This design comes from an exercise in tuning for small area and a short achievable clock period on the open sky130 flow, not from production work. The RTL was checked by simulation tests, not by an equivalence proof against the original design. Power figures rest on the tool's default switching activity, not on a simulated workload.

--- config.mk ---
export PLATFORM = sky130hd
export DESIGN_NAME = rv32i_cpu
export DESIGN_NICKNAME = rv32i_cpu
export VERILOG_FILES = /design/flow/design.v
export SDC_FILE = /design/flow/constraint.sdc
export NUM_CORES = 8
export LEC_CHECK = 0
export CAP_MARGIN = 20
export CORE_MARGIN = 2
export CORE_UTILIZATION = 40
export PLACE_DENSITY = 0.6
export SLEW_MARGIN = 20
export SYNTH_HIERARCHICAL = 1
--- constraint.sdc ---
create_clock -name core_clock -period 19.5 [get_ports {clk}]
set_input_delay 3.9000 -clock core_clock [delete_from_list [all_inputs] [get_ports {clk}]]
set_output_delay 3.9000 -clock core_clock [all_outputs]
set_load 0.01 [all_outputs]
--- design.v ---
module c_inv   (input a, output y);                   assign y = ~a;                    endmodule
module c_nand2 (input a, input b, output y);          assign y = ~(a & b);              endmodule
module c_nand3 (input a, input b, input c, output y); assign y = ~(a & b & c);          endmodule
module c_nand4 (input a, input b, input c, input d, output y); assign y = ~(a & b & c & d); endmodule
module c_and2  (input a, input b, output y);          assign y = a & b;                 endmodule
module c_nor2  (input a, input b, output y);          assign y = ~(a | b);              endmodule
module c_or3   (input a, input b, input c, output y); assign y = a | b | c;            endmodule
module c_nor3  (input a, input b, input c, output y); assign y = ~(a | b | c);          endmodule
module c_xor2  (input a, input b, output y);          assign y = a ^ b;                 endmodule
module c_xnor2 (input a, input b, output y);          assign y = ~(a ^ b);              endmodule
module c_a21oi (input a, input b, input c, output y); assign y = ~((a & b) | c);        endmodule
module c_o21ai (input a, input b, input c, output y); assign y = ~((a | b) & c);        endmodule
module c_mux2i (input a, input b, input s, output y); assign y = ~(s ? b : a);          endmodule
module c_mxi   (input a, input b, input s, input sn, output y); assign y = ~((a | s) & (b | sn)); endmodule
module agu (
  input  [31:0] rn,
  input  [11:0] m,
  output [31:0] y
);
  wire a_n1, a_n2, a_n3, a_n4, a_n5, a_n6, a_n7, a_n8, a_n9, a_n10, a_n11, a_n12, a_n13, a_n14, a_n15, a_n16, a_n17, a_n18, a_n19, a_n20, a_n21, a_n22, a_n23, a_n24, a_n25, a_n26, a_n27, a_n28, a_n29, a_n30, a_n31, a_n32, a_n33, a_n34, a_n35, a_n36, a_n37, a_n38, a_n39, a_n40, a_n41, a_n42, a_n43, a_n44, a_n45, a_n46, a_n47, a_n48, a_n49, a_n50, a_n51, a_n52, a_n53, a_n54, a_n55, a_n56, a_n57, a_n58, a_n59, a_n60, a_n61, a_n62, a_n63, a_n64, a_n65, a_n66, a_n67, a_n68, a_n69, a_n70, a_n71, a_n72, a_n73, a_n74, a_n75, a_n76, a_n77, a_n78, a_n79, a_n80, a_n81, a_n82, a_n83, a_n84, a_n85, a_n86, a_n87, a_n88, a_n89, a_n90, a_n91, a_n92, a_n93, a_n94, a_n95, a_n96, a_n97, a_n98, a_n99, a_n100, a_n101, a_n102, a_n103, a_n104, a_n105, a_n106, a_n107, a_n108, a_n109, a_n110, a_n111, a_n112, a_n113, a_n114, a_n115, a_n116, a_n117, a_n118, a_n119, a_n120, a_n121, a_n122, a_n123, a_n124, a_n125, a_n126, a_n127, a_n128, a_n129, a_n130, a_n131, a_n132, a_n133, a_n134, a_n135, a_n136, a_n137, a_n138, a_n139, a_n140, a_n141, a_n142, a_n143, a_n144, a_n145, a_n146, a_n147, a_n148, a_n149, a_n150, a_n151, a_n152, a_n153, a_n154, a_n155, a_n156, a_n157, a_n158, a_n159, a_n160, a_n161, a_n162, a_n163, a_n164, a_n165, a_n166, a_n167, a_n168, a_n169, a_n170, a_n171, a_n172, a_n173, a_n174, a_n175, a_n176, a_n177, a_n178, a_n179, a_n180, a_n181, a_n182, a_n183, a_n184, a_n185, a_n186, a_n187, a_n188, a_n189, a_n190, a_n191, a_n192, a_n193, a_n194, a_n195, a_n196, a_n197, a_n198, a_n199, a_n200, a_n201, a_n202, a_n203, a_n204, a_n205, a_n206, a_n207, a_n208, a_n209, a_n210, a_n211, a_n212, a_n213, a_n214, a_n215, a_n216, a_n217, a_n218, a_n219, a_n220, a_n221, a_n222, a_n223, a_n224, a_n225, a_n226, a_n227;
  c_inv u_a_n1 (m[0], a_n1);
  c_inv u_a_n2 (m[1], a_n2);
  c_inv u_a_n3 (m[2], a_n3);
  c_inv u_a_n4 (m[3], a_n4);
  c_inv u_a_n5 (m[4], a_n5);
  c_inv u_a_n6 (m[5], a_n6);
  c_inv u_a_n7 (m[6], a_n7);
  c_inv u_a_n8 (m[7], a_n8);
  c_inv u_a_n9 (m[8], a_n9);
  c_inv u_a_n10 (m[9], a_n10);
  c_inv u_a_n11 (m[10], a_n11);
  c_inv u_a_n12 (m[11], a_n12);
  c_nor2 u_a_n13 (rn[0], a_n1, a_n13);
  c_nand2 u_a_n14 (rn[0], a_n1, a_n14);
  c_nor2 u_a_n15 (rn[1], a_n2, a_n15);
  c_nand2 u_a_n16 (rn[1], a_n2, a_n16);
  c_nor2 u_a_n17 (rn[2], a_n3, a_n17);
  c_nand2 u_a_n18 (rn[2], a_n3, a_n18);
  c_nor2 u_a_n19 (rn[3], a_n4, a_n19);
  c_nand2 u_a_n20 (rn[3], a_n4, a_n20);
  c_nor2 u_a_n21 (rn[4], a_n5, a_n21);
  c_nand2 u_a_n22 (rn[4], a_n5, a_n22);
  c_nor2 u_a_n23 (rn[5], a_n6, a_n23);
  c_nand2 u_a_n24 (rn[5], a_n6, a_n24);
  c_nor2 u_a_n25 (rn[6], a_n7, a_n25);
  c_nand2 u_a_n26 (rn[6], a_n7, a_n26);
  c_nor2 u_a_n27 (rn[7], a_n8, a_n27);
  c_nand2 u_a_n28 (rn[7], a_n8, a_n28);
  c_nor2 u_a_n29 (rn[8], a_n9, a_n29);
  c_nand2 u_a_n30 (rn[8], a_n9, a_n30);
  c_nor2 u_a_n31 (rn[9], a_n10, a_n31);
  c_nand2 u_a_n32 (rn[9], a_n10, a_n32);
  c_nor2 u_a_n33 (rn[10], a_n11, a_n33);
  c_nand2 u_a_n34 (rn[10], a_n11, a_n34);
  c_nor2 u_a_n35 (rn[11], a_n12, a_n35);
  c_nand2 u_a_n36 (rn[11], a_n12, a_n36);
  c_a21oi u_a_n37 (a_n16, a_n13, a_n15, a_n37);
  c_a21oi u_a_n38 (a_n20, a_n17, a_n19, a_n38);
  c_nand2 u_a_n39 (a_n20, a_n18, a_n39);
  c_a21oi u_a_n40 (a_n24, a_n21, a_n23, a_n40);
  c_nand2 u_a_n41 (a_n24, a_n22, a_n41);
  c_a21oi u_a_n42 (a_n28, a_n25, a_n27, a_n42);
  c_nand2 u_a_n43 (a_n28, a_n26, a_n43);
  c_a21oi u_a_n44 (a_n32, a_n29, a_n31, a_n44);
  c_nand2 u_a_n45 (a_n32, a_n30, a_n45);
  c_a21oi u_a_n46 (a_n36, a_n33, a_n35, a_n46);
  c_nand2 u_a_n47 (a_n36, a_n34, a_n47);
  c_inv u_a_n48 (a_n37, a_n48);
  c_a21oi u_a_n49 (a_n18, a_n48, a_n17, a_n49);
  c_o21ai u_a_n50 (a_n39, a_n37, a_n38, a_n50);
  c_inv u_a_n51 (a_n40, a_n51);
  c_a21oi u_a_n52 (a_n26, a_n51, a_n25, a_n52);
  c_inv u_a_n53 (a_n41, a_n53);
  c_nand2 u_a_n54 (a_n26, a_n53, a_n54);
  c_o21ai u_a_n55 (a_n43, a_n40, a_n42, a_n55);
  c_nor2 u_a_n56 (a_n43, a_n41, a_n56);
  c_inv u_a_n57 (a_n44, a_n57);
  c_a21oi u_a_n58 (a_n34, a_n57, a_n33, a_n58);
  c_inv u_a_n59 (a_n45, a_n59);
  c_nand2 u_a_n60 (a_n34, a_n59, a_n60);
  c_o21ai u_a_n61 (a_n47, a_n44, a_n46, a_n61);
  c_nor2 u_a_n62 (a_n47, a_n45, a_n62);
  c_a21oi u_a_n63 (a_n22, a_n50, a_n21, a_n63);
  c_inv u_a_n64 (a_n50, a_n64);
  c_o21ai u_a_n65 (a_n41, a_n64, a_n40, a_n65);
  c_o21ai u_a_n66 (a_n54, a_n64, a_n52, a_n66);
  c_a21oi u_a_n67 (a_n56, a_n50, a_n55, a_n67);
  c_inv u_a_n68 (a_n67, a_n68);
  c_a21oi u_a_n69 (a_n30, a_n68, a_n29, a_n69);
  c_o21ai u_a_n70 (a_n45, a_n67, a_n44, a_n70);
  c_o21ai u_a_n71 (a_n60, a_n67, a_n58, a_n71);
  c_a21oi u_a_n72 (a_n62, a_n68, a_n61, a_n72);
  c_a21oi u_a_n73 (a_n62, a_n68, a_n61, a_n73);
  c_a21oi u_a_n74 (a_n62, a_n68, a_n61, a_n74);
  c_a21oi u_a_n75 (a_n62, a_n68, a_n61, a_n75);
  c_xnor2 u_a_n76 (rn[0], m[0], a_n76);
  c_xnor2 u_a_n77 (rn[1], m[1], a_n77);
  c_xnor2 u_a_n78 (rn[2], m[2], a_n78);
  c_xnor2 u_a_n79 (rn[3], m[3], a_n79);
  c_xnor2 u_a_n80 (rn[4], m[4], a_n80);
  c_xnor2 u_a_n81 (rn[5], m[5], a_n81);
  c_xnor2 u_a_n82 (rn[6], m[6], a_n82);
  c_xnor2 u_a_n83 (rn[7], m[7], a_n83);
  c_xnor2 u_a_n84 (rn[8], m[8], a_n84);
  c_xnor2 u_a_n85 (rn[9], m[9], a_n85);
  c_xnor2 u_a_n86 (rn[10], m[10], a_n86);
  c_xnor2 u_a_n87 (rn[11], m[11], a_n87);
  c_xnor2 u_y_0 (rn[0], m[0], y[0]);
  c_xor2 u_y_1 (a_n77, a_n13, y[1]);
  c_xnor2 u_y_2 (a_n78, a_n37, y[2]);
  c_xnor2 u_y_3 (a_n79, a_n49, y[3]);
  c_xor2 u_y_4 (a_n80, a_n50, y[4]);
  c_xnor2 u_y_5 (a_n81, a_n63, y[5]);
  c_xor2 u_y_6 (a_n82, a_n65, y[6]);
  c_xor2 u_y_7 (a_n83, a_n66, y[7]);
  c_xnor2 u_y_8 (a_n84, a_n67, y[8]);
  c_xnor2 u_y_9 (a_n85, a_n69, y[9]);
  c_xor2 u_y_10 (a_n86, a_n70, y[10]);
  c_xor2 u_y_11 (a_n87, a_n71, y[11]);
  c_nor2 u_a_n88 (rn[12], m[11], a_n88);
  c_nor2 u_a_n89 (rn[14], rn[13], a_n89);
  c_nor2 u_a_n90 (rn[16], rn[15], a_n90);
  c_nor2 u_a_n91 (rn[18], rn[17], a_n91);
  c_nor2 u_a_n92 (rn[20], rn[19], a_n92);
  c_nor2 u_a_n93 (rn[22], rn[21], a_n93);
  c_nor2 u_a_n94 (rn[24], rn[23], a_n94);
  c_nor2 u_a_n95 (rn[26], rn[25], a_n95);
  c_nor2 u_a_n96 (rn[28], rn[27], a_n96);
  c_nor2 u_a_n97 (rn[30], rn[29], a_n97);
  c_inv u_a_n98 (rn[13], a_n98);
  c_nand2 u_a_n99 (a_n98, a_n88, a_n99);
  c_nand2 u_a_n100 (a_n89, a_n88, a_n100);
  c_inv u_a_n101 (rn[17], a_n101);
  c_nand2 u_a_n102 (a_n101, a_n90, a_n102);
  c_nand2 u_a_n103 (a_n91, a_n90, a_n103);
  c_inv u_a_n104 (rn[21], a_n104);
  c_nand2 u_a_n105 (a_n104, a_n92, a_n105);
  c_nand2 u_a_n106 (a_n93, a_n92, a_n106);
  c_inv u_a_n107 (rn[25], a_n107);
  c_nand2 u_a_n108 (a_n107, a_n94, a_n108);
  c_nand2 u_a_n109 (a_n95, a_n94, a_n109);
  c_inv u_a_n110 (rn[29], a_n110);
  c_nand2 u_a_n111 (a_n110, a_n96, a_n111);
  c_nand2 u_a_n112 (a_n97, a_n96, a_n112);
  c_nor2 u_a_n113 (rn[15], a_n100, a_n113);
  c_inv u_a_n114 (a_n100, a_n114);
  c_nand2 u_a_n115 (a_n90, a_n114, a_n115);
  c_nor2 u_a_n116 (a_n102, a_n100, a_n116);
  c_nor2 u_a_n117 (a_n103, a_n100, a_n117);
  c_nor2 u_a_n118 (rn[23], a_n106, a_n118);
  c_inv u_a_n119 (a_n106, a_n119);
  c_nand2 u_a_n120 (a_n94, a_n119, a_n120);
  c_nor2 u_a_n121 (a_n108, a_n106, a_n121);
  c_nor2 u_a_n122 (a_n109, a_n106, a_n122);
  c_inv u_a_n123 (rn[19], a_n123);
  c_nand2 u_a_n124 (a_n123, a_n117, a_n124);
  c_nand2 u_a_n125 (a_n92, a_n117, a_n125);
  c_inv u_a_n126 (a_n105, a_n126);
  c_nand2 u_a_n127 (a_n126, a_n117, a_n127);
  c_nand2 u_a_n128 (a_n119, a_n117, a_n128);
  c_nand2 u_a_n129 (a_n118, a_n117, a_n129);
  c_inv u_a_n130 (a_n120, a_n130);
  c_nand2 u_a_n131 (a_n130, a_n117, a_n131);
  c_nand2 u_a_n132 (a_n121, a_n117, a_n132);
  c_nand2 u_a_n133 (a_n122, a_n117, a_n133);
  c_nor2 u_a_n134 (rn[27], a_n133, a_n134);
  c_inv u_a_n135 (a_n133, a_n135);
  c_nand2 u_a_n136 (a_n96, a_n135, a_n136);
  c_nor2 u_a_n137 (a_n111, a_n133, a_n137);
  c_nor2 u_a_n138 (a_n112, a_n133, a_n138);
  c_nand2 u_a_n139 (rn[12], m[11], a_n139);
  c_nand2 u_a_n140 (rn[14], rn[13], a_n140);
  c_nand2 u_a_n141 (rn[16], rn[15], a_n141);
  c_nand2 u_a_n142 (rn[18], rn[17], a_n142);
  c_nand2 u_a_n143 (rn[20], rn[19], a_n143);
  c_nand2 u_a_n144 (rn[22], rn[21], a_n144);
  c_nand2 u_a_n145 (rn[24], rn[23], a_n145);
  c_nand2 u_a_n146 (rn[26], rn[25], a_n146);
  c_nand2 u_a_n147 (rn[28], rn[27], a_n147);
  c_nand2 u_a_n148 (rn[30], rn[29], a_n148);
  c_inv u_a_n149 (a_n139, a_n149);
  c_nand2 u_a_n150 (rn[13], a_n149, a_n150);
  c_nor2 u_a_n151 (a_n140, a_n139, a_n151);
  c_inv u_a_n152 (a_n141, a_n152);
  c_nand2 u_a_n153 (rn[17], a_n152, a_n153);
  c_nor2 u_a_n154 (a_n142, a_n141, a_n154);
  c_inv u_a_n155 (a_n143, a_n155);
  c_nand2 u_a_n156 (rn[21], a_n155, a_n156);
  c_nor2 u_a_n157 (a_n144, a_n143, a_n157);
  c_inv u_a_n158 (a_n145, a_n158);
  c_nand2 u_a_n159 (rn[25], a_n158, a_n159);
  c_nor2 u_a_n160 (a_n146, a_n145, a_n160);
  c_inv u_a_n161 (a_n147, a_n161);
  c_nand2 u_a_n162 (rn[29], a_n161, a_n162);
  c_nor2 u_a_n163 (a_n148, a_n147, a_n163);
  c_nand2 u_a_n164 (rn[15], a_n151, a_n164);
  c_nand2 u_a_n165 (a_n152, a_n151, a_n165);
  c_inv u_a_n166 (a_n153, a_n166);
  c_nand2 u_a_n167 (a_n166, a_n151, a_n167);
  c_nand2 u_a_n168 (a_n154, a_n151, a_n168);
  c_nand2 u_a_n169 (rn[23], a_n157, a_n169);
  c_nand2 u_a_n170 (a_n158, a_n157, a_n170);
  c_inv u_a_n171 (a_n159, a_n171);
  c_nand2 u_a_n172 (a_n171, a_n157, a_n172);
  c_nand2 u_a_n173 (a_n160, a_n157, a_n173);
  c_inv u_a_n174 (a_n168, a_n174);
  c_nand2 u_a_n175 (rn[19], a_n174, a_n175);
  c_nor2 u_a_n176 (a_n143, a_n168, a_n176);
  c_nor2 u_a_n177 (a_n156, a_n168, a_n177);
  c_nand2 u_a_n178 (a_n157, a_n174, a_n178);
  c_nor2 u_a_n179 (a_n169, a_n168, a_n179);
  c_nor2 u_a_n180 (a_n170, a_n168, a_n180);
  c_nor2 u_a_n181 (a_n172, a_n168, a_n181);
  c_nor2 u_a_n182 (a_n173, a_n168, a_n182);
  c_nand2 u_a_n183 (rn[27], a_n182, a_n183);
  c_nand2 u_a_n184 (a_n161, a_n182, a_n184);
  c_inv u_a_n185 (a_n162, a_n185);
  c_nand2 u_a_n186 (a_n185, a_n182, a_n186);
  c_nand2 u_a_n187 (a_n163, a_n182, a_n187);
  c_xnor2 u_a_n188 (rn[12], m[11], a_n188);
  c_xor2 u_a_n189 (rn[12], m[11], a_n189);
  c_mux2i u_y_12 (a_n188, a_n189, a_n72, y[12]);
  c_xor2 u_a_n190 (rn[13], a_n88, a_n190);
  c_xnor2 u_a_n191 (rn[13], a_n139, a_n191);
  c_mux2i u_y_13 (a_n190, a_n191, a_n73, y[13]);
  c_xnor2 u_a_n192 (rn[14], a_n99, a_n192);
  c_xnor2 u_a_n193 (rn[14], a_n150, a_n193);
  c_mux2i u_y_14 (a_n192, a_n193, a_n74, y[14]);
  c_xnor2 u_a_n194 (rn[15], a_n100, a_n194);
  c_xor2 u_a_n195 (rn[15], a_n151, a_n195);
  c_mux2i u_y_15 (a_n194, a_n195, a_n75, y[15]);
  c_xor2 u_a_n196 (rn[16], a_n113, a_n196);
  c_xnor2 u_a_n197 (rn[16], a_n164, a_n197);
  c_mux2i u_y_16 (a_n196, a_n197, a_n72, y[16]);
  c_xnor2 u_a_n198 (rn[17], a_n115, a_n198);
  c_xnor2 u_a_n199 (rn[17], a_n165, a_n199);
  c_mux2i u_y_17 (a_n198, a_n199, a_n73, y[17]);
  c_xor2 u_a_n200 (rn[18], a_n116, a_n200);
  c_xnor2 u_a_n201 (rn[18], a_n167, a_n201);
  c_mux2i u_y_18 (a_n200, a_n201, a_n74, y[18]);
  c_xor2 u_a_n202 (rn[19], a_n117, a_n202);
  c_xnor2 u_a_n203 (rn[19], a_n168, a_n203);
  c_mux2i u_y_19 (a_n202, a_n203, a_n75, y[19]);
  c_xnor2 u_a_n204 (rn[20], a_n124, a_n204);
  c_xnor2 u_a_n205 (rn[20], a_n175, a_n205);
  c_mux2i u_y_20 (a_n204, a_n205, a_n72, y[20]);
  c_xnor2 u_a_n206 (rn[21], a_n125, a_n206);
  c_xor2 u_a_n207 (rn[21], a_n176, a_n207);
  c_mux2i u_y_21 (a_n206, a_n207, a_n73, y[21]);
  c_xnor2 u_a_n208 (rn[22], a_n127, a_n208);
  c_xor2 u_a_n209 (rn[22], a_n177, a_n209);
  c_mux2i u_y_22 (a_n208, a_n209, a_n74, y[22]);
  c_xnor2 u_a_n210 (rn[23], a_n128, a_n210);
  c_xnor2 u_a_n211 (rn[23], a_n178, a_n211);
  c_mux2i u_y_23 (a_n210, a_n211, a_n75, y[23]);
  c_xnor2 u_a_n212 (rn[24], a_n129, a_n212);
  c_xor2 u_a_n213 (rn[24], a_n179, a_n213);
  c_mux2i u_y_24 (a_n212, a_n213, a_n72, y[24]);
  c_xnor2 u_a_n214 (rn[25], a_n131, a_n214);
  c_xor2 u_a_n215 (rn[25], a_n180, a_n215);
  c_mux2i u_y_25 (a_n214, a_n215, a_n73, y[25]);
  c_xnor2 u_a_n216 (rn[26], a_n132, a_n216);
  c_xor2 u_a_n217 (rn[26], a_n181, a_n217);
  c_mux2i u_y_26 (a_n216, a_n217, a_n74, y[26]);
  c_xnor2 u_a_n218 (rn[27], a_n133, a_n218);
  c_xor2 u_a_n219 (rn[27], a_n182, a_n219);
  c_mux2i u_y_27 (a_n218, a_n219, a_n75, y[27]);
  c_xor2 u_a_n220 (rn[28], a_n134, a_n220);
  c_xnor2 u_a_n221 (rn[28], a_n183, a_n221);
  c_mux2i u_y_28 (a_n220, a_n221, a_n72, y[28]);
  c_xnor2 u_a_n222 (rn[29], a_n136, a_n222);
  c_xnor2 u_a_n223 (rn[29], a_n184, a_n223);
  c_mux2i u_y_29 (a_n222, a_n223, a_n73, y[29]);
  c_xor2 u_a_n224 (rn[30], a_n137, a_n224);
  c_xnor2 u_a_n225 (rn[30], a_n186, a_n225);
  c_mux2i u_y_30 (a_n224, a_n225, a_n74, y[30]);
  c_xor2 u_a_n226 (rn[31], a_n138, a_n226);
  c_xnor2 u_a_n227 (rn[31], a_n187, a_n227);
  c_mux2i u_y_31 (a_n226, a_n227, a_n75, y[31]);
endmodule
module pc_add (
  input  [30:0] a, b,
  output [30:0] s
);
  wire r_n1, r_n2, r_n3, r_n4, r_n5, r_n6, r_n7, r_n8, r_n9, r_n10, r_n11, r_n12, r_n13, r_n14, r_n15, r_n16, r_n17, r_n18, r_n19, r_n20, r_n21, r_n22, r_n23, r_n24, r_n25, r_n26, r_n27, r_n28, r_n29, r_n30, r_n31, r_n32, r_n33, r_n34, r_n35, r_n36, r_n37, r_n38, r_n39, r_n40, r_n41, r_n42, r_n43, r_n44, r_n45, r_n46, r_n47, r_n48, r_n49, r_n50, r_n51, r_n52, r_n53, r_n54, r_n55, r_n56, r_n57, r_n58, r_n59, r_n60, r_n61, r_n62, r_n63, r_n64, r_n65, r_n66, r_n67, r_n68, r_n69, r_n70, r_n71, r_n72, r_n73, r_n74, r_n75, r_n76, r_n77, r_n78, r_n79, r_n80, r_n81, r_n82, r_n83, r_n84, r_n85, r_n86, r_n87, r_n88, r_n89, r_n90;
  c_xor2 u_s_0 (a[0], b[0], s[0]);
  c_nand2 u_r_n1 (a[0], b[0], r_n1);
  c_xnor2 u_r_n2 (a[1], b[1], r_n2);
  c_nand2 u_r_n3 (a[1], b[1], r_n3);
  c_xor2 u_s_1 (r_n2, r_n1, s[1]);
  c_o21ai u_r_n4 (r_n2, r_n1, r_n3, r_n4);
  c_xor2 u_r_n5 (a[2], b[2], r_n5);
  c_and2 u_r_n6 (a[2], b[2], r_n6);
  c_xor2 u_s_2 (r_n5, r_n4, s[2]);
  c_a21oi u_r_n7 (r_n5, r_n4, r_n6, r_n7);
  c_xnor2 u_r_n8 (a[3], b[3], r_n8);
  c_nand2 u_r_n9 (a[3], b[3], r_n9);
  c_xor2 u_s_3 (r_n8, r_n7, s[3]);
  c_o21ai u_r_n10 (r_n8, r_n7, r_n9, r_n10);
  c_xor2 u_r_n11 (a[4], b[4], r_n11);
  c_and2 u_r_n12 (a[4], b[4], r_n12);
  c_xor2 u_s_4 (r_n11, r_n10, s[4]);
  c_a21oi u_r_n13 (r_n11, r_n10, r_n12, r_n13);
  c_xnor2 u_r_n14 (a[5], b[5], r_n14);
  c_nand2 u_r_n15 (a[5], b[5], r_n15);
  c_xor2 u_s_5 (r_n14, r_n13, s[5]);
  c_o21ai u_r_n16 (r_n14, r_n13, r_n15, r_n16);
  c_xor2 u_r_n17 (a[6], b[6], r_n17);
  c_and2 u_r_n18 (a[6], b[6], r_n18);
  c_xor2 u_s_6 (r_n17, r_n16, s[6]);
  c_a21oi u_r_n19 (r_n17, r_n16, r_n18, r_n19);
  c_xnor2 u_r_n20 (a[7], b[7], r_n20);
  c_nand2 u_r_n21 (a[7], b[7], r_n21);
  c_xor2 u_s_7 (r_n20, r_n19, s[7]);
  c_o21ai u_r_n22 (r_n20, r_n19, r_n21, r_n22);
  c_xor2 u_r_n23 (a[8], b[8], r_n23);
  c_and2 u_r_n24 (a[8], b[8], r_n24);
  c_xor2 u_s_8 (r_n23, r_n22, s[8]);
  c_a21oi u_r_n25 (r_n23, r_n22, r_n24, r_n25);
  c_xnor2 u_r_n26 (a[9], b[9], r_n26);
  c_nand2 u_r_n27 (a[9], b[9], r_n27);
  c_xor2 u_s_9 (r_n26, r_n25, s[9]);
  c_o21ai u_r_n28 (r_n26, r_n25, r_n27, r_n28);
  c_xor2 u_r_n29 (a[10], b[10], r_n29);
  c_and2 u_r_n30 (a[10], b[10], r_n30);
  c_xor2 u_s_10 (r_n29, r_n28, s[10]);
  c_a21oi u_r_n31 (r_n29, r_n28, r_n30, r_n31);
  c_xnor2 u_r_n32 (a[11], b[11], r_n32);
  c_nand2 u_r_n33 (a[11], b[11], r_n33);
  c_xor2 u_s_11 (r_n32, r_n31, s[11]);
  c_o21ai u_r_n34 (r_n32, r_n31, r_n33, r_n34);
  c_xor2 u_r_n35 (a[12], b[12], r_n35);
  c_and2 u_r_n36 (a[12], b[12], r_n36);
  c_xor2 u_s_12 (r_n35, r_n34, s[12]);
  c_a21oi u_r_n37 (r_n35, r_n34, r_n36, r_n37);
  c_xnor2 u_r_n38 (a[13], b[13], r_n38);
  c_nand2 u_r_n39 (a[13], b[13], r_n39);
  c_xor2 u_s_13 (r_n38, r_n37, s[13]);
  c_o21ai u_r_n40 (r_n38, r_n37, r_n39, r_n40);
  c_xor2 u_r_n41 (a[14], b[14], r_n41);
  c_and2 u_r_n42 (a[14], b[14], r_n42);
  c_xor2 u_s_14 (r_n41, r_n40, s[14]);
  c_a21oi u_r_n43 (r_n41, r_n40, r_n42, r_n43);
  c_xnor2 u_r_n44 (a[15], b[15], r_n44);
  c_nand2 u_r_n45 (a[15], b[15], r_n45);
  c_xor2 u_s_15 (r_n44, r_n43, s[15]);
  c_o21ai u_r_n46 (r_n44, r_n43, r_n45, r_n46);
  c_xor2 u_r_n47 (a[16], b[16], r_n47);
  c_and2 u_r_n48 (a[16], b[16], r_n48);
  c_xor2 u_s_16 (r_n47, r_n46, s[16]);
  c_a21oi u_r_n49 (r_n47, r_n46, r_n48, r_n49);
  c_xnor2 u_r_n50 (a[17], b[17], r_n50);
  c_nand2 u_r_n51 (a[17], b[17], r_n51);
  c_xor2 u_s_17 (r_n50, r_n49, s[17]);
  c_o21ai u_r_n52 (r_n50, r_n49, r_n51, r_n52);
  c_xor2 u_r_n53 (a[18], b[18], r_n53);
  c_and2 u_r_n54 (a[18], b[18], r_n54);
  c_xor2 u_s_18 (r_n53, r_n52, s[18]);
  c_a21oi u_r_n55 (r_n53, r_n52, r_n54, r_n55);
  c_xnor2 u_r_n56 (a[19], b[19], r_n56);
  c_nand2 u_r_n57 (a[19], b[19], r_n57);
  c_xor2 u_s_19 (r_n56, r_n55, s[19]);
  c_o21ai u_r_n58 (r_n56, r_n55, r_n57, r_n58);
  c_xor2 u_r_n59 (a[20], b[20], r_n59);
  c_and2 u_r_n60 (a[20], b[20], r_n60);
  c_xor2 u_s_20 (r_n59, r_n58, s[20]);
  c_a21oi u_r_n61 (r_n59, r_n58, r_n60, r_n61);
  c_xnor2 u_r_n62 (a[21], b[21], r_n62);
  c_nand2 u_r_n63 (a[21], b[21], r_n63);
  c_xor2 u_s_21 (r_n62, r_n61, s[21]);
  c_o21ai u_r_n64 (r_n62, r_n61, r_n63, r_n64);
  c_xor2 u_r_n65 (a[22], b[22], r_n65);
  c_and2 u_r_n66 (a[22], b[22], r_n66);
  c_xor2 u_s_22 (r_n65, r_n64, s[22]);
  c_a21oi u_r_n67 (r_n65, r_n64, r_n66, r_n67);
  c_xnor2 u_r_n68 (a[23], b[23], r_n68);
  c_nand2 u_r_n69 (a[23], b[23], r_n69);
  c_xor2 u_s_23 (r_n68, r_n67, s[23]);
  c_o21ai u_r_n70 (r_n68, r_n67, r_n69, r_n70);
  c_xor2 u_r_n71 (a[24], b[24], r_n71);
  c_and2 u_r_n72 (a[24], b[24], r_n72);
  c_xor2 u_s_24 (r_n71, r_n70, s[24]);
  c_a21oi u_r_n73 (r_n71, r_n70, r_n72, r_n73);
  c_xnor2 u_r_n74 (a[25], b[25], r_n74);
  c_nand2 u_r_n75 (a[25], b[25], r_n75);
  c_xor2 u_s_25 (r_n74, r_n73, s[25]);
  c_o21ai u_r_n76 (r_n74, r_n73, r_n75, r_n76);
  c_xor2 u_r_n77 (a[26], b[26], r_n77);
  c_and2 u_r_n78 (a[26], b[26], r_n78);
  c_xor2 u_s_26 (r_n77, r_n76, s[26]);
  c_a21oi u_r_n79 (r_n77, r_n76, r_n78, r_n79);
  c_xnor2 u_r_n80 (a[27], b[27], r_n80);
  c_nand2 u_r_n81 (a[27], b[27], r_n81);
  c_xor2 u_s_27 (r_n80, r_n79, s[27]);
  c_o21ai u_r_n82 (r_n80, r_n79, r_n81, r_n82);
  c_xor2 u_r_n83 (a[28], b[28], r_n83);
  c_and2 u_r_n84 (a[28], b[28], r_n84);
  c_xor2 u_s_28 (r_n83, r_n82, s[28]);
  c_a21oi u_r_n85 (r_n83, r_n82, r_n84, r_n85);
  c_xnor2 u_r_n86 (a[29], b[29], r_n86);
  c_nand2 u_r_n87 (a[29], b[29], r_n87);
  c_xor2 u_s_29 (r_n86, r_n85, s[29]);
  c_o21ai u_r_n88 (r_n86, r_n85, r_n87, r_n88);
  c_xor2 u_r_n89 (a[30], b[30], r_n89);
  c_and2 u_r_n90 (a[30], b[30], r_n90);
  c_xor2 u_s_30 (r_n89, r_n88, s[30]);
endmodule
module add_bk #(parameter N = 32, parameter L = 5) (
  input  [N-1:0] a, b,
  input          cin,
  output [N-1:0] s,
  output         cout,
  output [N-1:0] p, g
);
  assign p = a ^ b;
  assign g = a & b;
  wire [N-1:0] G [0:2*L-1];
  wire [N-1:0] P [0:2*L-1];
  assign G[0] = {g[N-1:1], g[0] | (p[0] & cin)};
  assign P[0] = p;
  genvar st, i;
  generate
    for (st = 1; st < 2*L; st = st + 1) begin : g_st
      for (i = 0; i < N; i = i + 1) begin : g_i
        localparam integer l  = (st <= L) ? st - 1 : 2*L - 1 - st;
        localparam integer d  = 1 << l;
        localparam integer ok = (st <= L) ? (((i + 1) % (2*d)) == 0)
                                          : ((i >= 3*d - 1) && (((i + 1 - d) % (2*d)) == 0));
        if (ok && i - d >= 0) begin : g_c
          assign G[st][i] = G[st-1][i] | (P[st-1][i] & G[st-1][i-d]);
          assign P[st][i] = P[st-1][i] & P[st-1][i-d];
        end else begin : g_p
          assign G[st][i] = G[st-1][i];
          assign P[st][i] = P[st-1][i];
        end
      end
    end
  endgenerate
  assign s    = p ^ {G[2*L-1][N-2:0], cin};
  assign cout = G[2*L-1][N-1];
endmodule
module shr32 (
  input  [31:0] a,
  input  [4:0]  sh,
  input         left,
  input         fill,
  output [31:0] y
);
  wire [31:0] x0, x1, x2, x3, x4;
  wire [4:0] shn = ~sh;
  wire leftn = ~left;
  wire filln = ~fill;
  genvar i;
  generate
    for (i = 0; i < 32; i = i + 1) begin : g_i
      c_mxi m0 (.a(a[i]), .b(a[31-i]), .s(left), .sn(leftn), .y(x0[i]));
      if (i + 1 < 32) begin : s0
        c_mxi m (.a(x0[i]), .b(x0[i+1]), .s(sh[0]), .sn(shn[0]), .y(x1[i]));
      end else begin : f0
        c_mxi m (.a(x0[i]), .b(filln), .s(sh[0]), .sn(shn[0]), .y(x1[i]));
      end
      if (i + 2 < 32) begin : s1
        c_mxi m (.a(x1[i]), .b(x1[i+2]), .s(sh[1]), .sn(shn[1]), .y(x2[i]));
      end else begin : f1
        c_mxi m (.a(x1[i]), .b(fill), .s(sh[1]), .sn(shn[1]), .y(x2[i]));
      end
      if (i + 4 < 32) begin : s2
        c_mxi m (.a(x2[i]), .b(x2[i+4]), .s(sh[2]), .sn(shn[2]), .y(x3[i]));
      end else begin : f2
        c_mxi m (.a(x2[i]), .b(filln), .s(sh[2]), .sn(shn[2]), .y(x3[i]));
      end
      if (i + 8 < 32) begin : s3
        c_mxi m (.a(x3[i]), .b(x3[i+8]), .s(sh[3]), .sn(shn[3]), .y(x4[i]));
      end else begin : f3
        c_mxi m (.a(x3[i]), .b(fill), .s(sh[3]), .sn(shn[3]), .y(x4[i]));
      end
      if (i + 16 < 32) begin : s4
        c_mxi m (.a(x4[i]), .b(x4[i+16]), .s(sh[4]), .sn(shn[4]), .y(y[i]));
      end else begin : f4
        c_mxi m (.a(x4[i]), .b(filln), .s(sh[4]), .sn(shn[4]), .y(y[i]));
      end
    end
  endgenerate
endmodule
module rf_hold (input q, input d, input w, input wn, output y);
  assign y = (q & wn) | (d & w);
endmodule
module rf_aoi3 (input a, input sa, input b, input sb, input c, input sc, output y);
  assign y = ~((a & sa) | (b & sb) | (c & sc));
endmodule
module regfile (
  input             clk,
  input             we,
  input      [4:0]  rs1, rs2, rd,
  input      [31:0] rd_data,
  input             use_imm,
  input      [31:0] imm,
  output     [31:0] rs1v, rs1n_agu, rs2v, rs2v_mem
);
  wire [31:0] q [0:31];
  wire [31:0] s1, s2;
  assign q[0] = 32'b0;
  genvar r, k, j;
  generate
    for (r = 0; r < 32; r = r + 1) begin : g_dec
      assign s1[r] = (rs1 == r);
      assign s2[r] = (rs2 == r) & ~use_imm;
    end
    for (r = 1; r < 32; r = r + 1) begin : g_r
      reg  [31:0] x;
      wire [31:0] d;
      wire        w  = we & (rd == r);
      wire        wn = ~w;
      for (k = 0; k < 32; k = k + 1) begin : g_b
        rf_hold h (.q(x[k]), .d(rd_data[k]), .w(w), .wn(wn), .y(d[k]));
      end
      always @(posedge clk) x <= d;
      assign q[r] = x;
    end
    for (k = 0; k < 32; k = k + 1) begin : g_col
      wire [10:0] a1, a2;
      wire [2:0]  o1, o2;
      for (j = 0; j < 10; j = j + 1) begin : g_t
        rf_aoi3 t1 (.a(q[3*j+1][k]), .sa(s1[3*j+1]), .b(q[3*j+2][k]), .sb(s1[3*j+2]),
                    .c(q[3*j+3][k]), .sc(s1[3*j+3]), .y(a1[j]));
        rf_aoi3 t2 (.a(q[3*j+1][k]), .sa(s2[3*j+1]), .b(q[3*j+2][k]), .sb(s2[3*j+2]),
                    .c(q[3*j+3][k]), .sc(s2[3*j+3]), .y(a2[j]));
      end
      c_nand2 n1 (.a(q[31][k]), .b(s1[31]), .y(a1[10]));
      rf_aoi3 n2 (.a(q[31][k]), .sa(s2[31]), .b(imm[k]), .sb(use_imm), .c(1'b0), .sc(1'b0), .y(a2[10]));
      c_nand4 p10 (.a(a1[0]), .b(a1[1]), .c(a1[2]), .d(a1[3]), .y(o1[0]));
      c_nand4 p11 (.a(a1[4]), .b(a1[5]), .c(a1[6]), .d(a1[7]), .y(o1[1]));
      c_nand3 p12 (.a(a1[8]), .b(a1[9]), .c(a1[10]), .y(o1[2]));
      c_nand4 p20 (.a(a2[0]), .b(a2[1]), .c(a2[2]), .d(a2[3]), .y(o2[0]));
      c_nand4 p21 (.a(a2[4]), .b(a2[5]), .c(a2[6]), .d(a2[7]), .y(o2[1]));
      c_nand3 p22 (.a(a2[8]), .b(a2[9]), .c(a2[10]), .y(o2[2]));
      c_nor3 f1a (.a(o1[0]), .b(o1[1]), .c(o1[2]), .y(rs1n_agu[k]));
      c_or3  f1b (.a(o1[0]), .b(o1[1]), .c(o1[2]), .y(rs1v[k]));
      c_or3  f2a (.a(o2[0]), .b(o2[1]), .c(o2[2]), .y(rs2v[k]));
      c_or3  f2b (.a(o2[0]), .b(o2[1]), .c(o2[2]), .y(rs2v_mem[k]));
    end
  endgenerate
endmodule
module rv32i_cpu (
  input             clk,
  input             rst,
  output     [31:0] pc,
  input      [31:0] inst,
  output            MemWen,
  output     [31:0] MemAddr,
  output     [31:0] MemWdata,
  input      [31:0] MemRdata
);
  wire b6 = inst[6], b5 = inst[5], b4 = inst[4], b3 = inst[3], b2 = inst[2];
  wire [2:0] f3 = inst[14:12];
  wire is_store  = ~b6 &  b5 & ~b4;
  wire is_load   = ~b6 & ~b5 & ~b4;
  wire is_branch =  b6 & ~b2;
  wire is_jalr   =  b6 & ~b3 & b2;
  wire is_jal    =  b6 &  b3;
  wire is_lui    = ~b6 &  b5 & b4 &  b2;
  wire is_auipc  = ~b6 & ~b5 & b4 &  b2;
  wire is_alu    = ~b6 & b4 & ~b2;           
  wire regwrite  = ~(is_store | is_branch);
  wire [31:0] immI = {{20{inst[31]}}, inst[31:20]};
  wire [31:0] immB = {{20{inst[31]}}, inst[7], inst[30:25], inst[11:8], 1'b0};
  wire [31:0] immJ = {{12{inst[31]}}, inst[19:12], inst[20], inst[30:21], 1'b0};
  wire [31:0] immU = {inst[31:12], 12'b0};
  wire [31:0] rs1v, rs1n_agu, op2, rs2_mem;
  reg  [31:0] rd_data;
  regfile rf (
    .clk(clk), .we(regwrite), .rs1(inst[19:15]), .rs2(inst[24:20]), .rd(inst[11:7]),
    .rd_data(rd_data), .use_imm(~b5), .imm(immI),
    .rs1v(rs1v), .rs1n_agu(rs1n_agu), .rs2v(op2), .rs2v_mem(rs2_mem)
  );
  wire [31:0] agu_y;
  agu agu_i (.rn(rs1n_agu), .m({inst[31:25], is_store ? inst[11:7] : inst[24:20]}), .y(agu_y));
  assign MemAddr  = agu_y;
  assign MemWdata = rs2_mem;   
  assign MemWen   = is_store;
  wire sub = is_branch | (f3[2:1] == 2'b01) | (b5 & inst[30] & (f3 == 3'b000));
  wire [31:0] sum, p, g;
  wire cout;
  add_bk #(32, 5) alu_add (.a(rs1v), .b(op2 ^ {32{sub}}), .cin(sub), .s(sum), .cout(cout), .p(p), .g(g));
  wire ltu = ~cout;
  wire lt  = (rs1v[31] ^ op2[31]) ? rs1v[31] : ltu;
  wire eq  = &p;
  wire cond = f3[2] ? (f3[1] ? ltu : lt) : eq;
  wire taken = cond ^ f3[0];
  wire [31:0] shr;
  shr32 sh_i (.a(rs1v), .sh(op2[4:0]), .left(~f3[2]), .fill(inst[30] & rs1v[31]), .y(shr));
  wire [31:0] shl;
  genvar gi;
  generate for (gi = 0; gi < 32; gi = gi + 1) begin : g_shl
    assign shl[gi] = shr[31-gi];
  end endgenerate
  wire [31:0] logic_r = (p & {32{~(f3[1] & f3[0])}}) | (g & {32{f3[1]}});
  wire [31:0] pimm = b6 ? (b3 ? immJ : immB) : immU;
  wire [31:0] tgt;
  pc_add pc_add_i (.a(pc[31:1]), .b(pimm[31:1]), .s(tgt[31:1]));
  assign tgt[0] = 1'b0;
  wire [31:0] pc4;
  wire [30:0] ic;
  assign ic[0] = 1'b1;
  genvar ii;
  generate for (ii = 2; ii < 32; ii = ii + 1) begin : g_inc
    assign pc4[ii]  = pc[ii] ^ ic[ii-2];
    assign ic[ii-1] = pc[ii] & ic[ii-2];
  end endgenerate
  assign pc4[1:0] = pc[1:0];
  wire s_sum   = is_alu & (f3 == 3'b000);
  wire s_sll   = is_alu & (f3 == 3'b001);
  wire s_slt   = is_alu & (f3 == 3'b010);
  wire s_sltu  = is_alu & (f3 == 3'b011);
  wire s_logic = is_alu & f3[2] & (f3[1] | ~f3[0]);
  wire s_shr   = is_alu & (f3 == 3'b101);
  always @* begin
    rd_data = ({32{s_sum}}    & sum)
            | ({32{s_sll}}    & shl)
            | ({32{s_slt}}    & {31'b0, lt})
            | ({32{s_sltu}}   & {31'b0, ltu})
            | ({32{s_logic}}  & logic_r)
            | ({32{s_shr}}    & shr)
            | ({32{is_load}}  & MemRdata)
            | ({32{b6}}       & pc4)
            | ({32{is_lui}}   & immU)
            | ({32{is_auipc}} & tgt);
  end
  reg [31:1] pcr;
  assign pc = {pcr, 1'b0};
  always @(posedge clk or posedge rst) begin
    if (rst)                               pcr <= 31'b0;
    else if (is_jalr)                      pcr <= agu_y[31:1];
    else if (is_jal | (is_branch & taken)) pcr <= tgt[31:1];
    else                                   pcr <= pc4[31:1];
  end
endmodule
--- flow/run.sh ---
#!/bin/bash
# Own layout flow: the standard flow (standard.sh) with these changes:
#  - the standard synthesis runs first, on its own and unchanged;
#  - ports are buffered with buf_2 instead of the default delay cell;
#  - clock tree synthesis uses clusters of up to 14 sinks and 60 um, clkbuf_4/8, no dummy loads;
#  - the timing repair steps aim for a setup slack margin, which sizes up the critical path.
# Each step's full output goes to its own log file in this folder; ORFS's logs are under orfs/logs.
set -euo pipefail
cd "$(dirname "$0")/.."
MARGIN=${MARGIN:-9}
bash standard.sh synth > flow_synth.log 2>&1
bash standard.sh \
  "BUFFER_PORTS_ARGS=-buffer_cell sky130_fd_sc_hd__buf_2" \
  "CTS_ARGS=-sink_clustering_enable -repair_clock_nets -dont_use_dummy_load -sink_clustering_size 14 -sink_clustering_max_diameter 60 -buf_list {sky130_fd_sc_hd__clkbuf_4 sky130_fd_sc_hd__clkbuf_8}" \
  "SETUP_SLACK_MARGIN=$MARGIN" \
  "TNS_END_PERCENT=5" \
  finish > flow_finish.log 2>&1
--- standard.sh ---
#!/bin/bash
# synth_recipe.tcl (not shown) runs the flow's synth.tcl, then flattens the netlist and writes it again
# the make line also repeats each setting of config.mk as NAME=value (left out here)
make -C /OpenROAD-flow-scripts/flow DESIGN_CONFIG=/design/flow/config.mk WORK_HOME=/design/flow/orfs CLKGATE_MAP_FILE= SYNTH_SCRIPT=/design/flow/synth_recipe.tcl "${@:-finish}"
==> results of run 1 <==
## area by class of cell
| class | instances | area share (%) |
|---|---|---|
| well taps | 1612 | 3.57 |
| repair buffers | 448 | 6.80 |
| diodes | 13 | 0.0577 |
| clock buffers | 93 | 2.27 |
| inverters | 88 | 0.594 |
| flip-flops and latches | 1023 | 36.6 |
| multi-input cells | 3420 | 50.1 |
## cells in the mapped netlist, drive strengths merged, types with 5 or more instances
cell type,instances
inv,88
nand4bb,6
xor2,78
nor2,155
or3,101
nand4,140
mux2i,25
a311o,11
a21oi,73
fa,17
nor4,6
dfrtp,31
nor2b,9
a221o,14
buf,17
o21ai,80
ha,60
o31ai,19
a221oi,21
nand2b,9
nand3,85
nand4b,5
and2,29
o211ai,29
or2,5
a22oi,18
a222oi,703
nand2,264
a31oi,5
a211o,7
a22o,993
nor3,36
a21o,24
xnor2,94
dfxtp,992
clkbuf,64
o22ai,193
## power breakdown
| group | internal (mW) | leakage (nW) | total (mW) | switching (mW) |
|---|---|---|---|---|
| sequential | 2.79 | 8.58 | 3.37 | 0.576 |
| clock | 0.423 | 0.669 | 1.16 | 0.735 |
| combinational | 1.19 | 12.1 | 2.80 | 1.61 |
## registers in the layout, indices dropped and copies added (netlist names)
| name | count |
|---|---|
| pcr | 31 |
| rf.g_r.x | 992 |
## Yosys stat by module, one instance, submodules excluded, excerpt
module / cells inside / copies in the design
c_xnor2: 1 / 57
c_and2: 1 / 14
c_nand3: 1 / 64
rf_aoi3: 1 / 672
c_a21oi: 1 / 30
c_nand2: 1 / 116
c_nor2: 1 / 44
c_or3: 1 / 96
c_mxi: 1 / 192
c_xor2: 1 / 67
## critical path, stage by stage
cell      delay, ps
buf_16          130
or3b_4          270
buf_12          110
nor2_4           60
buf_12          170
buf_8           160
a222oi_1        420
nand4_1         490
nor3_2          400
nand2_1         130
a21oi_2         220
o21ai_2         180
a21oi_4         180
buf_12          160
mux2i_4         330
buf_2           190
## layout by cell type (no fill, tap or decap), drive strengths merged, types with 73 or more instances in the layout
cell type,synthesis,routed
a222oi,703,703
nand2,264,264
clkbuf,64,99
xor2,78,78
inv,88,85
xnor2,94,94
nand4,140,140
buf,17,441
nor2,155,155
o22ai,193,193
a21oi,73,73
or3,101,101
a22o,993,993
dfxtp,992,992
nand3,85,85
o21ai,80,80
## per-layer routing
layer	routed length, um	share of wire (%)
met1	91200	36
met4	20200	8.0
met3	38900	15
met5	100	0.040
met2	102000	40
## metrics by stage
step / util (%) / setup WS (ps) / cells / area [um^2]
finish: 47.2 / 8070 / 6697 / 56400
global route: 47.2 / 8060 / 6687 / 56400
CTS: 46.7 / 8280 / 6661 / 55800
detailed placement: 44.2 / 6330 / 6465 / 52800
global placement: 44.1 / 6330 / 6460 / 52700
floorplan: - / 8960 / 4610 / 48500
## worst min path at each step
stage	startpoint	end	slack, ps	cells after the start
finish	rf.g_r[28].x[18]	rf.g_r[28].x[18]	510	1
global route	rf.g_r[5].x[0]	rf.g_r[5].x[0]	530	1
CTS	rf.g_r[28].x[18]	rf.g_r[28].x[18]	510	1
detailed placement	rf.g_r[4].x[27]	rf.g_r[4].x[27]	490	1
global placement	rf.g_r[22].x[29]	rf.g_r[22].x[29]	490	1
floorplan	rf.g_r[10].x[0]	rf.g_r[10].x[0]	480	1
## cell families after synthesis
| group | count (synthesis) |
|---|---|
| AOI/OAI and AO/OA | 2204 |
| DFF | 1023 |
| and+or+nand+nor | 875 |
| xor gates and xnor gates | 172 |
| buffers and inverters | 169 |
| adders and majority gates | 77 |
| muxes | 25 |
| other | 2 |
## timing repair
item	4_1_cts	5_1_grt
endpoints found under the hold margin	0	0
gates cloned	3	3
endpoints found under the setup margin	291	419
buffers inserted	100	8
pin swaps	89	35
gates resized for setup	165	48
==> flow_summary.ini, run 1 <==
[run_status]
outcome = finished clean

[global_routing]
use_met1_pct = 47.8
antenna_found_initial = 18
first_global_vias = 46775
use_met2_pct = 54.6
grt_overflow = 0
grt_pass1_wl_mm = 344
grt_max_degree = 65
grtUsageTotal_pct = 38.6
busiest_layer = met2
met3_usage_pct = 14.9

[logic_synthesis]
synth_cells = 4547
synth_top_cell_by_area = dfxtp_1
synth_compound_area_share_pct = 40.0
avgSynthCellArea_um2 = 10.5
synth_mux_area_share_pct = 0.522
yosys.area_share.adder_pct = 2.27
synthesis.area_mm2 = 0.0480
yosys_warnings = 9
synthSimpleGateAreaFrac_pct = 9.65
synth-main-ff-cell = dfxtp_1
ys_types = 83
async_flop_share_pct = 3.03
ys_ff_latch = 1023
ys_seq_area_share_pct = 43.0
synth-xor-area-share_pct = 3.14
synth_area_leaders = dfxtp_1, a22o_1, a222oi_1
synth_top_family_by_area = compound AO/OA/AOI/OAI gates
synth_edf_count = 0
yosysTopAreaCellShare_pct = 41.4

[clock_tree]
hold_buffers = 0
htreeDepth = 3
cts_max_path_buffers = 3
cts_root_buffer = clkbuf_8
cts_buffers = 93
cts_tree = built
cts_sinks = 1023
clk_pin_slew_ps = 40
worstSkewPairLatency_ps = 860

[route]
ant_nets = 0
viasPerCell = 7.68
dr.pass1.iters = 15
drc = 0
routed-via-count = 51426
drt_wl_total_mm = 252
wl_per_cell_um = 37.7
drt-initial-drc-count = 12857

[worst_setup_path]
rrSetupSlack_ps = 11790
cp.required_ps = 15600
reg2reg_depth = 33
critical_path.max_fanout = 8
cp-endpoint = MemAddr[21]
crit_arrival_ps = 7530
crit_type = primary input to output pin
timing.rr.start = pcr[2]
r2r-end = rf.g_r[6].x[30]
critical_path.startpoint = inst[17]
cp-start-kind = primary input
cp-end-kind = output pin

[timing]
post-route-period-util_pct = 58.6
tightestPinTransition_ps = 1290
fin_worst_skew_ps = 122
hold_viol_final = 0
drv_slew = 0
setup_tns_ps = 0
setup_viol = 0
max_clock_freq_mhz = 87.5
hold_ws_ps = 511
period_needed_ps = 11430
rsz0062_at_grt = true
max_slew_margin_pct = 13.5

[die]
ioPinCount = 163
dieHeight_um = 350
die_x_um = 350
die-area_mm2 = 0.123
core_area_mm2 = 0.119
fp-row-count = 127
start_util_pct = 40.1

[finish]
drive_above_1_share_pct = 15.6
syn_to_final_growth_pct = 17.6
multi_input_area_mm2 = 0.0283
num-fill-cells = 11205
seq_area_mm2 = 0.0206
final_nets = 5217

[pwr]
ir_drop_uv = 60.4
pwr_density_cell_mw_per_mm2 = 130
p_leak_nw = 21.4
total_power_mw = 7.32

[place]
port_buffers = 159
hpwlAfterDp_mm = 149
routabilityCongestion = 1.04

[flow_run]
max_cap_viol_count = 0

[hold_path]
holdCritPathClass = flip-flop to flip-flop
==> inputs of run 2 (changes only) <==
--- a/flow/run.sh
+++ b/flow/run.sh
@@ -13,5 +13,5 @@
   "BUFFER_PORTS_ARGS=-buffer_cell sky130_fd_sc_hd__buf_2" \
   "CTS_ARGS=-sink_clustering_enable -repair_clock_nets -dont_use_dummy_load -sink_clustering_size 14 -sink_clustering_max_diameter 60 -buf_list {sky130_fd_sc_hd__clkbuf_4 sky130_fd_sc_hd__clkbuf_8}" \
   "SETUP_SLACK_MARGIN=$MARGIN" \
-  "TNS_END_PERCENT=5" \
+  "TNS_END_PERCENT=25" \
   finish > flow_finish.log 2>&1
==> flow_summary.ini, run 2 <==
[logic_synthesis]
synth_mux_area_share_pct = 0.522
avgSynthCellArea_um2 = 10.5
yosys_warnings = 9
synth_top_family_by_area = compound AO/OA/AOI/OAI gates
ys_seq_area_share_pct = 43.0
synth-xor-area-share_pct = 3.14
synth_area_leaders = dfxtp_1, a22o_1, a222oi_1
synth_top_cell_by_area = dfxtp_1
yosys.area_share.adder_pct = 2.27
async_flop_share_pct = 3.03
ys_ff_latch = 1023
synth_compound_area_share_pct = 40.0
synth_edf_count = 0
synth_cells = 4547
synth_commonest_cells = a22o_1, dfxtp_1, a222oi_1, nand2_1, o22ai_1
ys_types = 83
synthesis.area_mm2 = 0.0480
yosysTopAreaCellShare_pct = 41.4
synth-main-ff-cell = dfxtp_1
synthMostInstantiatedCell = a22o_1
synthSimpleGateAreaFrac_pct = 9.65

[worst_setup_path]
cp.required_ps = 15600
cp-start-kind = primary input
cp-end-kind = output pin
crit_arrival_ps = 7460
slowest_delay_ps = 710
critical_path.max_fanout = 32
crit_chain = buf_16 -> nand2b_4 -> buf_12 -> buf_12 -> nor2_4 -> buf_6 -> a222oi_1 -> nand4_1 -> nor3_4 -> nand2_1 -> inv_1 -> nand2_1 -> inv_1 -> nand2_1 -> xnor2_2 -> mux2i_4 -> buf_2
crit_path_frequent_cell = nand2_1
crit_type = primary input to output pin
slowest_stage = nor3_4

[timing]
period_needed_ps = 11360
max_clock_freq_mhz = 88.0
fin_worst_skew_ps = 126
layout_setup_ws_ps = 8140
tightestPinTransition_ps = 1310
rsz0062_at_grt = true
drv_slew = 0
setup_viol = 0
max_slew_margin_pct = 12.7
setup_tns_ps = 0
hold_viol_final = 0
post-route-period-util_pct = 58.3

[global_routing]
grt_overflow = 0
antenna_found_initial = 14
grt_pass1_wl_mm = 346
first_global_vias = 47141
grt_max_degree = 65
grtUsageTotal_pct = 38.6

[clock_tree]
hold_buffers = 0
clk_pin_slew_ps = 40
cts_max_path_buffers = 3
cts_root_buffer = clkbuf_8
htreeDepth = 3
cts_buffers = 94
cts_sinks = 1023
worstSkewPairLatency_ps = 840
cts_tree = built

[finish]
layout_common_cells = a22o_1, dfxtp_1, a222oi_1
drive_above_1_share_pct = 17.2
regMostFlops = rf.g_r.x
syn_to_final_growth_pct = 19.9
num-fill-cells = 11106
largest_reg_flops = 992
layout_commonest_cell = a22o_1
multi_input_area_mm2 = 0.0285
fin_area_mm2 = 0.0575
reg_top3 = rf.g_r.x x992, pcr x31
final_nets = 5289
seq_area_mm2 = 0.0206

[place]
hpwlAfterDp_mm = 150
pre_cts_slack_ps = 6290
port_buffers = 159
routabilityCongestion = 1.06
placed_area_mm2 = 0.0528

[pwr]
ir_drop_uv = 64.0
pwr_density_cell_mw_per_mm2 = 129
p_leak_nw = 21.9

[die]
die_x_um = 350
die-area_mm2 = 0.123
start_util_pct = 40.1
core_area_mm2 = 0.119
fp-row-count = 127
ioPinCount = 163
dieHeight_um = 350

[route]
routed-via-count = 51580
drt-initial-drc-count = 12764
ant_nets = 0
viasPerCell = 7.63
drc = 0
drt_wl_total_mm = 253
wl_per_cell_um = 37.4
dr.pass1.iters = 13

[run_status]
outcome = finished clean

[hold_path]
holdCritPathClass = flip-flop to flip-flop

[flow_run]
max_cap_viol_count = 0
[run 2: cell counts after synthesis]
No cell type changed its count.
[run 2: worst paths after layout]
kind,start,to,slack (ps),cells after the start
worst max register to register,pcr[2],rf.g_r[22].x[30],11650,33
min in group asynchronous,rst,pcr[24],3200,3
worst min register to register,rf.g_r[31].x[18],rf.g_r[31].x[18],510,1
worst min-delay path,rf.g_r[31].x[18],rf.g_r[31].x[18],510,1
max in group asynchronous,rst,pcr[25],15910,3
worst max-delay path,inst[19],MemAddr[30],8140,17
[run 2: final cells by class]
type / count / share of cell area [%]
antenna: 8 / 0.0348
clock buffer: 94 / 2.25
multi-input combinational: 3420 / 49.5
tap: 1612 / 3.51
timing repair buffer: 519 / 8.23
sequential: 1023 / 35.9
inverter: 88 / 0.583
[run 2: metrics by stage]
| step | total power [mW] | hold slack (ps) | std cells | util [%] |
|---|---|---|---|---|
| global placement | 5.79 | 487 | 6457 | 44.1 |
| detailed placement | 5.85 | 492 | 6460 | 44.2 |
| CTS | 7.19 | 507 | 6694 | 47.2 |
| floorplan | 4.92 | 477 | 4610 | - |
| global route | 7.69 | 521 | 6758 | 48.1 |
| finish | 7.43 | 512 | 6764 | 48.1 |
[run 2: timing repair]
| action | in CTS | in global routing |
|---|---|---|
| setup buffers | 132 | 43 |
| endpoints found under the setup margin | 161 | 338 |
| gates resized for setup | 194 | 79 |
| pin swaps | 99 | 62 |
| cloned | 8 | 10 |
[run 2: kinds of logic (layout without fill, tap and decap cells)]
kind of cell / after synthesis / in the layout
AO/OA/AOI/OAI: 2204 / 2206
flip-flops: 1023 / 1023
AND/OR/NAND/NOR: 875 / 875
XOR/XNOR: 172 / 172
buffers and inverters: 169 / 701
adder cells (fa/ha/maj): 77 / 77
multiplexers: 25 / 25
other: 2 / 73
[run 2: per-module statistics from Yosys (local to each module, per instance), a selection]
| module | times used | cell area (um^2) | flops+latches |
|---|---|---|---|
| c_nor2 | 44 | 3.75 | 0 |
| rf_hold | 992 | 8.76 | 0 |
| c_a21oi | 30 | 8.76 | 0 |
| shr32 | 1 | 26.3 | 0 |
| c_nand3 | 64 | 5.00 | 0 |
| c_and2 | 14 | 6.26 | 0 |
| c_nand4 | 128 | 6.26 | 0 |
| c_mux2i | 20 | 10.0 | 0 |
| c_inv | 39 | 3.75 | 0 |
| rv32i_cpu | 1 | 4500 | 31 |
[run 2: report_power, final]
group          switching [mW]  internal, mW  total [mW]
Sequential              0.577          2.79        3.37
Clock                   0.745         0.428        1.17
Combinational            1.64          1.25        2.89
[run 2: routing by layer]
layer  vias to the layer above  wire length [um]  GRT usage (%)
met4                         6             19800           27.4
met2                      4458            102000           53.7
met3                       821             38900           13.7
met1                     25190             93000           49.1
li1                      21105                 -              -
met5                         -                39          0.314
[run 2: worst max-delay path: cells and delay by family]
| kind | cells | cell delay [ps] |
|---|---|---|
| compound gates | 1 | 290 |
| xor+xnor | 1 | 160 |
| buf+inv | 7 | 950 |
| mux | 1 | 230 |
| simple gates | 7 | 1870 |

==> re-timing with driven ports <==
The flow's constraints put no driver on any port. The routed layouts listed below were extracted and timed again, unchanged, in two steps. Step 1 (the two cells are an assumption about what drives the block):
set clk [get_ports {clk}]
set_driving_cell -lib_cell sky130_fd_sc_hd__clkbuf_16 $clk
set_driving_cell -lib_cell sky130_fd_sc_hd__buf_2 [delete_from_list [all_inputs] $clk]
Step 2 moves the port delays by t, midway between the first and last clock arrival at a register: inputs arrive t later, outputs are due t later. That takes back most of the time a late clock gives input paths. a / b / c = ideal ports / drivers / drivers and shift; a / b = the first two.
| run | shift t [ns] | setup WS [ns] | hold WS [ns] |
|---|---|---|---|
| run 1 | 0.885 | 8.067 / 7.986 / 7.822 | 0.511 / 0.511 / 0.511 |
| run 2 | 0.850 | 8.139 / 7.996 / 7.996 | 0.512 / 0.512 / 0.512 |
After both steps every run listed still meets setup and hold. For run 1, which loses most, drivers alone change the setup slack by -0.081 ns; drivers and shift together by -0.245 ns.
